This design comes from an exercise in tuning for small area on the open sky130 flow, not from production work.
Only simulation tests tie the RTL to the original design; equivalence was not proved.
No activity file was given, so power comes from the tool's default toggle rates.

== build 15 ==
==> flow/design.v (excerpt) <==
module usb_link(
    input clk,
    input rst_n,
    input [6:0] self_addr,
    output reg crc5_err,
    output crc16_err,
    input ms,
    input [15:0] time_threshold,
    input [5:0] delay_threshole,
    output reg time_out,
    output d_oe,
    input rx_lp_sop,
    input rx_lp_eop,
    input rx_lp_valid,
    output rx_lp_ready,
    input [7:0] rx_lp_data,
    output reg tx_lp_sop,
    output reg tx_lp_eop,
    output reg tx_lp_valid,
    input tx_lp_ready,
    output reg [7:0] tx_lp_data,
    output reg tx_lp_cancle,
    output reg rx_pid_en,
    output reg [3:0] rx_pid,
    output reg [3:0] rx_endp,
    output reg rx_lt_sop,
    output reg rx_lt_eop,
    output reg rx_lt_valid,
    input rx_lt_ready,
    output reg [7:0] rx_lt_data,
    input [3:0] tx_pid,
    input [6:0] tx_addr,
    input [3:0] tx_endp,
    input tx_valid,
    output reg tx_ready,
    input tx_lt_sop,
    input tx_lt_eop,
    input tx_lt_valid,
    output tx_lt_ready,
    input [7:0] tx_lt_data,
    input tx_lt_cancle
);
reg rx_handshake_on, rx_data_on, tx_data_on;
wire rx_transok = rx_lp_valid & rx_lp_ready;
wire rx_tok_end = rx_transok & rx_lp_eop;
reg addr_ok;
reg endp_bit;
reg pid_ok;
wire addr_match = (rx_lp_data[6:0] == self_addr);
function [4:0] crc5f;
    input [10:0] d;
    begin
        crc5f[0] = d[10] ^ d[9] ^ d[6] ^ d[5] ^ d[3] ^ d[0] ^ 1'b1;
        crc5f[1] = d[10] ^ d[7] ^ d[6] ^ d[4] ^ d[1] ^ 1'b1;
        crc5f[2] = d[10] ^ d[9] ^ d[8] ^ d[7] ^ d[6] ^ d[3] ^ d[2] ^ d[0] ^ 1'b1;
        crc5f[3] = d[10] ^ d[9] ^ d[8] ^ d[7] ^ d[4] ^ d[3] ^ d[1];
        crc5f[4] = d[10] ^ d[9] ^ d[8] ^ d[5] ^ d[4] ^ d[2] ^ 1'b1;
    end
endfunction
wire [4:0] rc5 = crc5f({self_addr[0], self_addr[1], self_addr[2], self_addr[3], self_addr[4],
                        self_addr[5], self_addr[6], endp_bit, rx_lp_data[0], rx_lp_data[1], rx_lp_data[2]});
wire crc5_right = (rx_lp_data[7:3] == ~{rc5[0], rc5[1], rc5[2], rc5[3], rc5[4]});
wire pid_h_l_ok = (rx_lp_data[3:0] == ~rx_lp_data[7:4]);
wire pid_is_not_data = (rx_lp_data[2:0] != 3'b011);
always @(posedge clk or negedge rst_n) begin
    if (!rst_n) begin
        addr_ok <= 1'b0;
        endp_bit <= 1'b0;
        crc5_err <= 1'b0;
        rx_endp <= 4'b0;
        pid_ok <= 1'b0;
  ...
For scale: ~110 I/O pins, ~5700 µm² of cells after synthesis.
clock: 5.0 ns
lec_check: 0
cap_margin: 20
core_margin: 2
core_utilization: 40
slew_margin: 20
run.sh (not shown) runs the stock make flow with config.mk's settings and CLKGATE_MAP_FILE= SYNTH_SCRIPT=/design/flow/synth_recipe.tcl, a recipe that flattens the netlist after the stock synthesis.
Build 15 | stages: all done | timing, DRC, antenna: all pass
For build 73, these inputs were changed with respect to build 15:
- CORE_UTILIZATION changed from 40 to 70
==> flow/flow/run.sh (new file) <==
#!/bin/bash
# Own layout flow: the standard synthesis, then the combinational logic between the
# (unchanged) registers re-mapped by ABC for area, then the standard ORFS layout with
# minimum-size port buffers.
set -euo pipefail
W=$PWD
R=$W/orfs/results/sky130hd/usb_link/base
LIB=$FLOW_HOME/platforms/sky130hd/lib/sky130_fd_sc_hd__tt_025C_1v80.lib
YOSYS=yosys
if [[ -x $FLOW_HOME/../tools/install/yosys/bin/yosys ]]; then YOSYS=$FLOW_HOME/../tools/install/yosys/bin/yosys; fi

# 1. standard synthesis (the standard flow's own script)
bash standard.sh $R/1_2_yosys.v > $W/1_synth_standard.log 2>&1
cp $R/1_2_yosys.v $W/1_2_yosys_standard.v

# 2. re-map the combinational logic; registers are kept as they are
sed -e "s#LIBFILE#$LIB#g" -e "s#NETIN#$W/1_2_yosys_standard.v#" -e "s#NETOUT#$W/1_2_yosys_reopt.v#" \
    -e "s#ABCSCRIPT#$W/flow/reopt.abc#" $W/flow/reopt.ys > $W/reopt.ys
$YOSYS -l $W/2_reopt_yosys.log -s $W/reopt.ys > /dev/null 2>&1
cp $W/1_2_yosys_reopt.v $R/1_2_yosys.v

# 3. layout, with buf_1 port buffers
CTS_ARGS="-sink_clustering_enable -repair_clock_nets -buf_list sky130_fd_sc_hd__clkbuf_4 -root_buf sky130_fd_sc_hd__clkbuf_8 -dont_use_dummy_load" BUFFER_PORTS_ARGS="-buffer_cell sky130_fd_sc_hd__buf_1" bash standard.sh finish > $W/3_layout.log 2>&1
==> flow/flow/reopt.abc (new file) <==
strash
&get -n
&deepsyn -T 60
&put
dch
amap
==> flow/flow/reopt.ys (new file) <==
read_liberty -ignore_miss_func -ignore_miss_dir LIBFILE
read_verilog NETIN
hierarchy -top usb_link
setattr -mod -set keep_hierarchy 1 sky130_fd_sc_hd__df*
flatten
opt -purge
abc -script ABCSCRIPT -liberty LIBFILE -dont_use *probe* -dont_use *lpflow*
opt_clean -purge
hilomap -singleton -hicell sky130_fd_sc_hd__conb_1 HI -locell sky130_fd_sc_hd__conb_1 LO
insbuf -buf sky130_fd_sc_hd__buf_4 A X
stat -liberty LIBFILE
select usb_link
write_verilog -noattr -nohex -nodec -selected NETOUT
==> flow/standard.sh (new file) <==
#!/bin/bash
# synth_recipe.tcl (not shown) runs the flow's synth.tcl, then flattens the netlist and writes it again
# the make line also repeats each setting of config.mk as NAME=value (left out here)
make -C /OpenROAD-flow-scripts/flow DESIGN_CONFIG=/design/flow/config.mk WORK_HOME=/design/flow/orfs CLKGATE_MAP_FILE= SYNTH_SCRIPT=/design/flow/synth_recipe.tcl "${@:-finish}"
removed: flow/run.sh
### Flow results
Comparing build 15 and build 73, the higher delay of the slowest cell on the worst path is on build 15. Summary of build 73 over build 15: estimated wirelength of the detail-placed design rose 4.5%, netlist area before placement fell 270 µm², clock network power share fell 3.4 points, smallest hold slack rose 0.040 ns.
> inputs changed (build 73 -> build 97)
- swapping 70 for 40 in CORE_UTILIZATION
-- flow/flow/run.sh --
<<< build 73, line 23
CTS_ARGS="-sink_clustering_enable -repair_clock_nets -buf_list sky130_fd_sc_hd__clkbuf_4 -root_buf sky130_fd_sc_hd__clkbuf_8 -dont_use_dummy_load" BUFFER_PORTS_ARGS="-buffer_cell sky130_fd_sc_hd__buf_1" bash standard.sh finish > $W/3_layout.log 2>&1
>>> build 97, line 23
CTS_ARGS="-sink_clustering_enable -repair_clock_nets -buf_list sky130_fd_sc_hd__clkbuf_8 -root_buf sky130_fd_sc_hd__clkbuf_8 -dont_use_dummy_load -sink_clustering_size 30 -sink_clustering_max_diameter 100" BUFFER_PORTS_ARGS="-buffer_cell sky130_fd_sc_hd__buf_1" bash standard.sh finish > $W/3_layout.log 2>&1
Results
[compare] base=build 73 new=build 97: worst endpoint data arrival time fell 0.29 ns; filler-free cell count of the finished design rose 9.3%. Slack of the worst reg-to-reg path improves in build 97 relative to build 73. Cell area delta (build 97 − build 73): unfavourable. Initial standard-cell utilization of the core sits lower in build 97 than in build 73. Compared with build 73, in build 97 wire length the detailed router placed on met1 +15%; global placement routability congestion -6.7%; non-clock buffering overhead in the final layout ~0 delta. Looking only at setup slack, and setting everything else aside, the higher value of build 97 and build 73 goes to build 97. Tap cell count (lower): build 73.
Edits applied to the flow inputs when going from build 97 to build 14:
- CORE_UTILIZATION now 70, was 40
-- flow/flow/run.sh --
<<< build 97, line 23
CTS_ARGS="-sink_clustering_enable -repair_clock_nets -buf_list sky130_fd_sc_hd__clkbuf_8 -root_buf sky130_fd_sc_hd__clkbuf_8 -dont_use_dummy_load -sink_clustering_size 30 -sink_clustering_max_diameter 100" BUFFER_PORTS_ARGS="-buffer_cell sky130_fd_sc_hd__buf_1" bash standard.sh finish > $W/3_layout.log 2>&1
>>> build 14, line 23
CTS_ARGS="-sink_clustering_enable -repair_clock_nets -buf_list sky130_fd_sc_hd__clkbuf_2 -root_buf sky130_fd_sc_hd__clkbuf_8 -tree_buf sky130_fd_sc_hd__clkbuf_2 -dont_use_dummy_load" BUFFER_PORTS_ARGS="-buffer_cell sky130_fd_sc_hd__buf_1" bash standard.sh finish > $W/3_layout.log 2>&1
--- outcome ---
met3 usage sits higher in build 14 than in build 97. Build 97 → build 14: number of filler instances in the final layout went down, multi-input gate share of the layout cell area went up, critical path depth did not really move, total power went up. Summary of build 14 over build 97: summed area of non-filler cells in the final layout moved down; largest net degree at the start of global routing moved up; global-route wire length before repair moved up.
diff inputs: build 14 => build 84
- an added CTS_CLUSTER_DIAMETER of 100
- a change of CORE_UTILIZATION from 70 to 40
- an added CTS_BUF_LIST of sky130_fd_sc_hd__clkbuf_8
- an added CTS_CLUSTER_SIZE of 30
-- flow/flow/run.sh --
<<< build 14, line 23
CTS_ARGS="-sink_clustering_enable -repair_clock_nets -buf_list sky130_fd_sc_hd__clkbuf_2 -root_buf sky130_fd_sc_hd__clkbuf_8 -tree_buf sky130_fd_sc_hd__clkbuf_2 -dont_use_dummy_load" BUFFER_PORTS_ARGS="-buffer_cell sky130_fd_sc_hd__buf_1" bash standard.sh finish > $W/3_layout.log 2>&1
>>> build 84, line 23
BUFFER_PORTS_ARGS="-buffer_cell sky130_fd_sc_hd__buf_1" bash standard.sh finish > $W/3_layout.log 2>&1
## What came out
- Both conditions hold for build 84: the flow ran to the end and the final layout passed the timing, design-rule and antenna checks.
- Final core utilization was higher in the run labelled build 14.
- In the reports for build 84 and build 14, the smaller number of vias in the routed layout belongs to build 84.
- Between build 14 and build 84, the flow reports die area increasing by more than half.
- | routability-driven placement congestion ratio | build 84 vs build 14 | about 7% lower |
- Taking build 14 as the reference point, the power of build 84 rises by 1.6%.
- Re area of the mapped netlist: no difference whatsoever between build 14 and build 84.
- | I/O pin total | build 84 vs build 14 | ≈ equal |
- Diff build 14 -> build 84 | initial standard-cell utilization of the core | decrease of 33 points
- In build 84 the worst setup slack before clock tree synthesis turned out 0.052 ns lower than in build 14.
### build 84 -> build 30
- CTS_BUF_LIST no longer set, was sky130_fd_sc_hd__clkbuf_8
- CTS_CLUSTER_SIZE no longer set, was 30
- CTS_CLUSTER_DIAMETER no longer set, was 100
-- flow/flow/run.sh --
<<< build 84, line 23
BUFFER_PORTS_ARGS="-buffer_cell sky130_fd_sc_hd__buf_1" bash standard.sh finish > $W/3_layout.log 2>&1
>>> build 30, line 23
CTS_ARGS="-sink_clustering_enable -repair_clock_nets -buf_list {sky130_fd_sc_hd__clkbuf_4 sky130_fd_sc_hd__clkbuf_8} -root_buf sky130_fd_sc_hd__clkbuf_8 -dont_use_dummy_load" BUFFER_PORTS_ARGS="-buffer_cell sky130_fd_sc_hd__buf_1" bash standard.sh finish > $W/3_layout.log 2>&1
==> results.txt <==
For aggregate global-route resource usage, build 84 and build 30 come out practically identical. Wire length delta (build 30 -> build 84): insignificant. Diff build 30..build 84 | worst hold slack | negligible. Going from build 84 to build 30, the internal cell power was found to have gone down by 4.2%. The part of the power in combinational logic of build 30 exceeds that of build 84 by 1.5 points. From build 30 to build 84, buffer count from post-CTS setup fixing did not move at all. Max sequential share of layout area across build 84 and build 30: build 30.

========
Setup of v45:
Another version of the RTL of usb_link (not shown whole).
Size: ~600 cells after synthesis, roughly 110 I/O pins.
export LEC_CHECK = 0
export CAP_MARGIN = 20
export CORE_MARGIN = 2
export CORE_UTILIZATION = 40
export SLEW_MARGIN = 20
create_clock -name core_clock -period 5.0 [get_ports {clk}]
standard.sh (not shown) runs the stock make flow with config.mk's settings and CLKGATE_MAP_FILE= SYNTH_SCRIPT=/design/flow/synth_recipe.tcl, a recipe that flattens the netlist after the stock synthesis.
==> flow/flow/run.sh <==
#!/bin/bash
# Own layout flow: the standard synthesis, then the combinational logic between the
# (unchanged) registers re-mapped by ABC for area, then the standard ORFS layout with
# minimum-size port buffers.
set -euo pipefail
W=$PWD
R=$W/orfs/results/sky130hd/usb_link/base
LIB=$FLOW_HOME/platforms/sky130hd/lib/sky130_fd_sc_hd__tt_025C_1v80.lib
YOSYS=yosys
if [[ -x $FLOW_HOME/../tools/install/yosys/bin/yosys ]]; then YOSYS=$FLOW_HOME/../tools/install/yosys/bin/yosys; fi

# 1. standard synthesis (the standard flow's own script)
bash standard.sh $R/1_2_yosys.v > $W/1_synth_standard.log 2>&1
cp $R/1_2_yosys.v $W/1_2_yosys_standard.v

# 2. re-map the combinational logic; registers are kept as they are
sed -e "s#LIBFILE#$LIB#g" -e "s#NETIN#$W/1_2_yosys_standard.v#" -e "s#NETOUT#$W/1_2_yosys_reopt.v#" \
    -e "s#ABCSCRIPT#$W/flow/reopt.abc#" $W/flow/reopt.ys > $W/reopt.ys
$YOSYS -l $W/2_reopt_yosys.log -s $W/reopt.ys > /dev/null 2>&1
cp $W/1_2_yosys_reopt.v $R/1_2_yosys.v

# 3. layout, with buf_1 port buffers
CTS_ARGS="-sink_clustering_enable -repair_clock_nets -buf_list {sky130_fd_sc_hd__clkbuf_4 sky130_fd_sc_hd__clkbuf_8} -root_buf sky130_fd_sc_hd__clkbuf_8 -sink_clustering_size 30 -sink_clustering_max_diameter 80 -sink_clustering_buffer sky130_fd_sc_hd__clkbuf_8 -dont_use_dummy_load" BUFFER_PORTS_ARGS="-buffer_cell sky130_fd_sc_hd__buf_1" bash standard.sh finish > $W/3_layout.log 2>&1
==> flow/flow/reopt.abc <==
strash
&get -n
&deepsyn -T 60
&put
dch
amap
==> flow/flow/reopt.ys <==
read_liberty -ignore_miss_func -ignore_miss_dir LIBFILE
read_verilog NETIN
hierarchy -top usb_link
setattr -mod -set keep_hierarchy 1 sky130_fd_sc_hd__*df* sky130_fd_sc_hd__dl*
flatten
opt -purge
abc -script ABCSCRIPT -liberty LIBFILE -dont_use *probe* -dont_use *lpflow*
opt_clean -purge
select -assert-none usb_link/t:$_*
hilomap -singleton -hicell sky130_fd_sc_hd__conb_1 HI -locell sky130_fd_sc_hd__conb_1 LO
insbuf -buf sky130_fd_sc_hd__buf_4 A X
stat -liberty LIBFILE
select usb_link
write_verilog -noattr -nohex -nodec -selected NETOUT
The inputs of v40 differ from those of v45 as listed below.
==> flow/flow/run.sh <==
#!/bin/bash
# Own layout flow: the standard synthesis, then the combinational logic between the
# (unchanged) registers re-mapped by ABC for area (a few seeds, smallest kept), then the
# standard ORFS layout with minimum-size port buffers and a clock tree without dummy loads.
set -euo pipefail
W=$PWD
R=$W/orfs/results/sky130hd/usb_link/base
LIB=$FLOW_HOME/platforms/sky130hd/lib/sky130_fd_sc_hd__tt_025C_1v80.lib
YOSYS=yosys
if [[ -x $FLOW_HOME/../tools/install/yosys/bin/yosys ]]; then YOSYS=$FLOW_HOME/../tools/install/yosys/bin/yosys; fi

# 1. standard synthesis (the standard flow's own script)
bash standard.sh $R/1_2_yosys.v > $W/1_synth_standard.log 2>&1
cp $R/1_2_yosys.v $W/1_2_yosys_standard.v

# 2. re-map the combinational logic; registers are kept as they are
for S in 0 1 2 3; do
  printf 'strash\n&get -n\n&deepsyn -S %s -T 40\n&put\ndch\namap\n' $S > $W/reopt_$S.abc
  sed -e "s#LIBFILE#$LIB#g" -e "s#NETIN#$W/1_2_yosys_standard.v#" -e "s#NETOUT#$W/1_2_yosys_reopt_$S.v#" \
      -e "s#ABCSCRIPT#$W/reopt_$S.abc#" $W/flow/reopt.ys > $W/reopt_$S.ys
  $YOSYS -l $W/2_reopt_yosys_$S.log -s $W/reopt_$S.ys > /dev/null 2>&1 &
done
wait
best=""; besta=""
for S in 0 1 2 3; do
  a=$(grep "Chip area for top module" $W/2_reopt_yosys_$S.log | tail -1 | awk '{print $NF}') || true
  echo "seed $S area $a" >> $W/2_reopt_choice.log
  if [[ -n "$a" && -s $W/1_2_yosys_reopt_$S.v ]]; then
    if [[ -z "$besta" ]] || awk "BEGIN{exit !($a < $besta)}"; then best=$S; besta=$a; fi
  fi
done
echo "chosen seed $best area $besta" >> $W/2_reopt_choice.log
cp $W/1_2_yosys_reopt_$best.v $R/1_2_yosys.v

# 3. layout, with buf_1 port buffers
CTS_ARGS="-sink_clustering_enable -repair_clock_nets -buf_list {sky130_fd_sc_hd__clkbuf_4 sky130_fd_sc_hd__clkbuf_8} -root_buf sky130_fd_sc_hd__clkbuf_8 -dont_use_dummy_load" BUFFER_PORTS_ARGS="-buffer_cell sky130_fd_sc_hd__buf_1" bash standard.sh finish > $W/3_layout.log 2>&1
removed: flow/flow/reopt.abc
The fraction of power consumed by the clock network on v45 is in line with that on v40. Diff v40..v45 | via count | unchanged. Reported for v45 and v40, met2 wire length turned out identical to the last digit. Summary of v40 over v45: I/O pin count ~0 delta, combinational power share was more or less identical, worst hold slack closely matched the old numbers, worst-path maximum fanout saw little to no change, number of buffers inserted by port buffering flat. Comparing v40 against v45, there is no change at all in first-pass GRT wire length.
What v37 does differently from v40 at the input level:
# v40
export LEC_CHECK = 0
export CAP_MARGIN = 20
export CORE_MARGIN = 2
export CORE_UTILIZATION = 40
export SLEW_MARGIN = 20
create_clock -name core_clock -period 5.0 [get_ports {clk}]
# v37
export LEC_CHECK = 0
export CAP_MARGIN = 0
export CORE_MARGIN = 2
export CORE_UTILIZATION = 40
export SLEW_MARGIN = 0
export TNS_END_PERCENT = 0
create_clock -name core_clock -period 5.0 [get_ports {clk}]
==> flow/flow/run.sh <==
#!/bin/bash
# Own layout flow: the standard synthesis, then the combinational logic between the
# (unchanged) registers re-mapped by ABC for area, then the standard ORFS layout with
# minimum-size port buffers.
set -euo pipefail
W=$PWD
R=$W/orfs/results/sky130hd/usb_link/base
LIB=$FLOW_HOME/platforms/sky130hd/lib/sky130_fd_sc_hd__tt_025C_1v80.lib
YOSYS=yosys
if [[ -x $FLOW_HOME/../tools/install/yosys/bin/yosys ]]; then YOSYS=$FLOW_HOME/../tools/install/yosys/bin/yosys; fi

# 1. standard synthesis (the standard flow's own script)
bash standard.sh $R/1_2_yosys.v > $W/1_synth_standard.log 2>&1
cp $R/1_2_yosys.v $W/1_2_yosys_standard.v

# 2. re-map the combinational logic; registers are kept as they are
sed -e "s#LIBFILE#$LIB#g" -e "s#NETIN#$W/1_2_yosys_standard.v#" -e "s#NETOUT#$W/1_2_yosys_reopt.v#" \
    -e "s#ABCSCRIPT#$W/flow/reopt.abc#" $W/flow/reopt.ys > $W/reopt.ys
$YOSYS -l $W/2_reopt_yosys.log -s $W/reopt.ys > /dev/null 2>&1
cp $W/1_2_yosys_reopt.v $R/1_2_yosys.v

# 3. layout, with buf_1 port buffers
CTS_ARGS="-sink_clustering_enable -repair_clock_nets -buf_list {sky130_fd_sc_hd__clkbuf_4 sky130_fd_sc_hd__clkbuf_8} -root_buf sky130_fd_sc_hd__clkbuf_8 -dont_use_dummy_load" BUFFER_PORTS_ARGS="-buffer_cell sky130_fd_sc_hd__buf_1" bash standard.sh finish > $W/3_layout.log 2>&1
==> flow/flow/reopt.abc (new file) <==
strash
&get -n
&deepsyn -T 60
&put
dch
amap
### Flow results
- v40 -> v37: die area delta 0, exact match
- From v40 to v37, final cell count did not move at all.
- From v40 to v37, areal power density over the cells did not move at all.
- Comparing v40 against v37, there is no change at all in time the final worst path needs with I/O delays and setup.
- Diff v37..v40 | portion of the clock cycle consumed by the worst path in the final layout | unchanged
- Diff v40..v37 | die width | unchanged
- As far as layout filler cell count goes, v37 and v40 are indistinguishable; the numbers are identical.
#### Input delta (v50 over v37)
# v37
export LEC_CHECK = 0
export CAP_MARGIN = 0
export CORE_MARGIN = 2
export CORE_UTILIZATION = 40
export SLEW_MARGIN = 0
export TNS_END_PERCENT = 0
create_clock -name core_clock -period 5.0 [get_ports {clk}]
# v50
export LEC_CHECK = 0
export CAP_MARGIN = 20
export CORE_MARGIN = 2
export CORE_UTILIZATION = 40
export SLEW_MARGIN = 20
create_clock -name core_clock -period 5.0 [get_ports {clk}]
[summary]
Diff v37 -> v50: number of sinks handled by clock tree synthesis held steady; synthesized net count flat; pin count of the biggest net entering global routing comparable.
As far as area of combinational cells with multiple inputs goes, v50 and v37 are indistinguishable; the numbers are identical.
Worst-case hold slack: v50 vs v37 identical
From v37 to v50 the numbers moved as follows: largest stage delay on the critical path did not really move; first-pass GRT wire length flat.
As far as total number of multi-input combinational cells goes, v50 and v37 are indistinguishable; the numbers are identical.

## port drivers added, routing unchanged
No port has a modelled driver above. Below, the same layouts with a new extraction and two added sets of constraints. Step 1 sets driving cells, clkbuf_16 on the clock port and buf_2 on the other inputs (assumed; they add their load-dependent delay and slew). Step 2 times the ports against the registers' clock, not the clock port: input delays grow and output delays shrink by t, the midpoint of the rising clock arrivals with the driver on. a / b / c = ideal ports / drivers / drivers and shift; a / b = the first two.
run	t, ns	slack for setup (ns)	worst setup path at the end	worst data-port slew with drivers (ns)
build 15	0.381	1.638 / 1.605 / 1.546	input to register	0.04
build 73	0.385	1.542 / 1.542 / 1.518	input to register	0.04
build 97	0.396	1.830 / 1.830 / 1.574	input to register	0.04
build 14	0.385	1.542 / 1.542 / 1.518	input to register	0.04
build 84	0.398	1.824 / 1.824 / 1.549	input to register	0.04
build 30	0.396	1.830 / 1.830 / 1.574	input to register	0.04
v45	0.392	1.844 / 1.844 / 1.638	input to register	0.04
v40	0.392	1.844 / 1.844 / 1.638	input to register	0.04
v37	0.392	1.844 / 1.844 / 1.638	input to register	0.04
v50	0.392	1.844 / 1.844 / 1.638	input to register	0.04
After both steps every run listed still meets setup and hold. The setup slack of build 84, which loses most, moves by 0.000 ns with the drivers and by -0.275 ns with both steps.
